Background: an optimization exercise with open tools, aiming at small area and a short achievable clock period. Do not read the settings as production practice. Only simulation tests tie the RTL to the original design; equivalence was not proved. Power is estimated from default activity; no workload was simulated.

== rev 12 ==
## crt4004
module crt4004(
	input   wire            clk,
	input   wire            reset_n,
    output  wire    [7:0]   terminal_bus,
    output  wire    [7:0]   imem_addr,
    input   wire    [31:0]  imem_data,
    output  wire            dmem_we,
    output  wire    [7:0]   dmem_addr,
    output  wire    [31:0]  dmem_wdata,
    input   wire    [31:0]  dmem_rdata
);
    reg  [7:0]  pc;
    assign imem_addr = pc;
    wire [31:0] instr = imem_data;
    wire [4:0]  rs    = instr[25:21];
    wire [4:0]  rt    = instr[20:16];
    wire [4:0]  rd    = instr[15:11];
    wire [15:0] imm   = instr[15:0];
    wire [31:0] simm  = {{16{imm[15]}}, imm};
    wire reg_write, reg_dst, is_beq, is_sw;
    wire sel_sum, sel_and, sel_or, sel_slt, sel_shl, sel_shr, sel_mem;
    wire alu_sub, alu_src;
    cu u_cu (
        .op         (instr[31:26]),
        .funct      (instr[5:0]),
        .reg_write  (reg_write),
        .reg_dst    (reg_dst),
        .is_beq     (is_beq),
        .is_sw      (is_sw),
        .sel_sum    (sel_sum),
        .sel_and    (sel_and),
        .sel_or     (sel_or),
        .sel_slt    (sel_slt),
        .sel_shl    (sel_shl),
        .sel_shr    (sel_shr),
  ...
For scale: ~3800 cells after synthesis, ~1000 flip-flops.
export LEC_CHECK = 0
export CAP_MARGIN = 20
export CORE_MARGIN = 2
export CORE_UTILIZATION = 65
export CTS_CLUSTER_DIAMETER = 80
export CTS_CLUSTER_SIZE = 25
export SETUP_SLACK_MARGIN = 5
export SLEW_MARGIN = 20
export SYNTH_HIERARCHICAL = 1
create_clock -name core_clock -period 15.0 [get_ports {clk}]
run.sh (not shown) runs the stock make flow with config.mk's settings and CLKGATE_MAP_FILE= SYNTH_SCRIPT=/design/flow/synth_recipe.tcl, a recipe that flattens the netlist after the stock synthesis.
Relative to rev 12, the following input files were edited for rev 13:
Settings: CORE_UTILIZATION changed from 65 to 40; CTS_CLUSTER_DIAMETER removed (was 80); CTS_CLUSTER_SIZE removed (was 25).
- Per the comparison of rev 13 with rev 12, sequential share of layout area fell 2.7 points, total power rose by 20%, total setup buffers inserted after CTS dropped 2, number of tapcells grew by 59%, area after detailed placement rose by 740 um^2.
- Hold slack delta (rev 13 -> rev 12): insignificant
- [compare] base=rev 12 new=rev 13: die outline area has increased; number of design-rule violations left by the first detailed-router iteration has decreased; clock buffer count in the final layout has increased; clock power share has increased; via count has decreased.

---

crt4004, a different RTL version from the one above (not shown whole).
For scale: roughly 4300 cells after synthesis, roughly 120 I/O pins, ~48000 um^2 of cells after synthesis.
export LEC_CHECK = 0
export CAP_MARGIN = 20
export CORE_MARGIN = 2
export CORE_UTILIZATION = 58
export CTS_CLUSTER_DIAMETER = 80
export CTS_CLUSTER_SIZE = 25
export SETUP_SLACK_MARGIN = 5
export SLEW_MARGIN = 20
export SYNTH_HIERARCHICAL = 1
export TNS_END_PERCENT = 0
create_clock -name core_clock -period 15.0 [get_ports {clk}]
standard.sh (not shown) runs the stock make flow with config.mk's settings and CLKGATE_MAP_FILE= SYNTH_SCRIPT=/design/flow/synth_recipe.tcl, a recipe that flattens the netlist after the stock synthesis.
==> flow/flow/run.sh <==
#!/bin/bash
set -euo pipefail
sed -E 's/SETUP_SLACK_MARGIN=[0-9.]+/SETUP_SLACK_MARGIN=6.5/' standard.sh > standard_margin.sh
grep -q 'SETUP_SLACK_MARGIN=6.5' standard_margin.sh
bash standard_margin.sh > orfs_flow.log 2>&1
Then changed:
==> flow/flow/run.sh (replaced) <==
#!/bin/bash
set -euo pipefail
sed -E 's/SETUP_SLACK_MARGIN=[0-9.]+/SETUP_SLACK_MARGIN=7.5/' standard.sh > standard_margin.sh
grep -q 'SETUP_SLACK_MARGIN=7.5' standard_margin.sh
bash standard_margin.sh > orfs_flow.log 2>&1
--- a/flow/config.mk
+++ b/flow/config.mk
@@ -10 +10 @@
-export CORE_UTILIZATION = 58
+export CORE_UTILIZATION = 50
Outcome: Clock-buffer cell count is unchanged. Final area climbs by 1.2%. Total power grows by 0.74%. Global-route usage came out lower by 3.7 points. Utilization came out lower by 8.6 points. Sequential share of layout area fell by 0.47 points. Register-to-register slack got worse by 100 ps.
Then changed:
==> flow/run.sh (new file) <==
#!/bin/bash
# synth_recipe.tcl (not shown) runs the flow's synth.tcl, then flattens the netlist and writes it again
# the make line also repeats each setting of config.mk as NAME=value (left out here)
make -C /OpenROAD-flow-scripts/flow DESIGN_CONFIG=/design/flow/config.mk WORK_HOME=/design/flow/orfs CLKGATE_MAP_FILE= SYNTH_SCRIPT=/design/flow/synth_recipe.tcl finish
--- a/flow/config.mk
+++ b/flow/config.mk
@@ -10 +10 @@
-export CORE_UTILIZATION = 50
+export CORE_UTILIZATION = 65
@@ -16 +15,0 @@
-export TNS_END_PERCENT = 0
removed: flow/flow/run.sh
removed: flow/standard.sh
=> Synthesized cell count does not change. Worst hold slack loses 3.0 ps. Critical path depth fell by 4. Sequential share of layout area rose by 1.4 points. Cell area fell by 3.5%. Setup slack loses 600 ps. Power fell by 1.5%.

==> port drivers added, routing unchanged <==
No port has a modelled driver above. Below, the same layouts with a new extraction and two added sets of constraints. Step 1 (the two cells are an assumption about what drives the block):
set clk [get_ports {clk}]
set_driving_cell -lib_cell sky130_fd_sc_hd__clkbuf_16 $clk
set_driving_cell -lib_cell sky130_fd_sc_hd__buf_2 [delete_from_list [all_inputs] $clk]
Step 2 times the ports against the registers' clock, not the clock port: input delays grow and output delays shrink by t, the midpoint of the rising clock arrivals with the driver on. Three values: ideal, step 1, step 2; two values: the first two.
| run | shift t [ns] | setup slack, ns | hold slack, ns |
|---|---|---|---|
| rev 12 | 0.703 | 4.995 / 5.039 / 4.337 | 0.489 / 0.489 / 0.489 |
| rev 13 | 0.786 | 4.929 / 4.899 / 4.423 | 0.488 / 0.488 / 0.488 |
| the first run of note 2 | 0.733 | 5.318 / 5.283 / 4.673 | 0.493 / 0.493 / 0.493 |
| the second run of note 2 | 0.784 | 5.472 / 5.360 / 4.907 | 0.508 / 0.508 / 0.508 |
| the third run of note 2 | 0.766 | 4.872 / 4.847 / 4.215 | 0.505 / 0.505 / 0.505 |
After both steps setup and hold are still met in every run listed. For rev 12, which loses most, drivers alone change the setup slack by +0.044 ns; drivers and shift together by -0.658 ns.
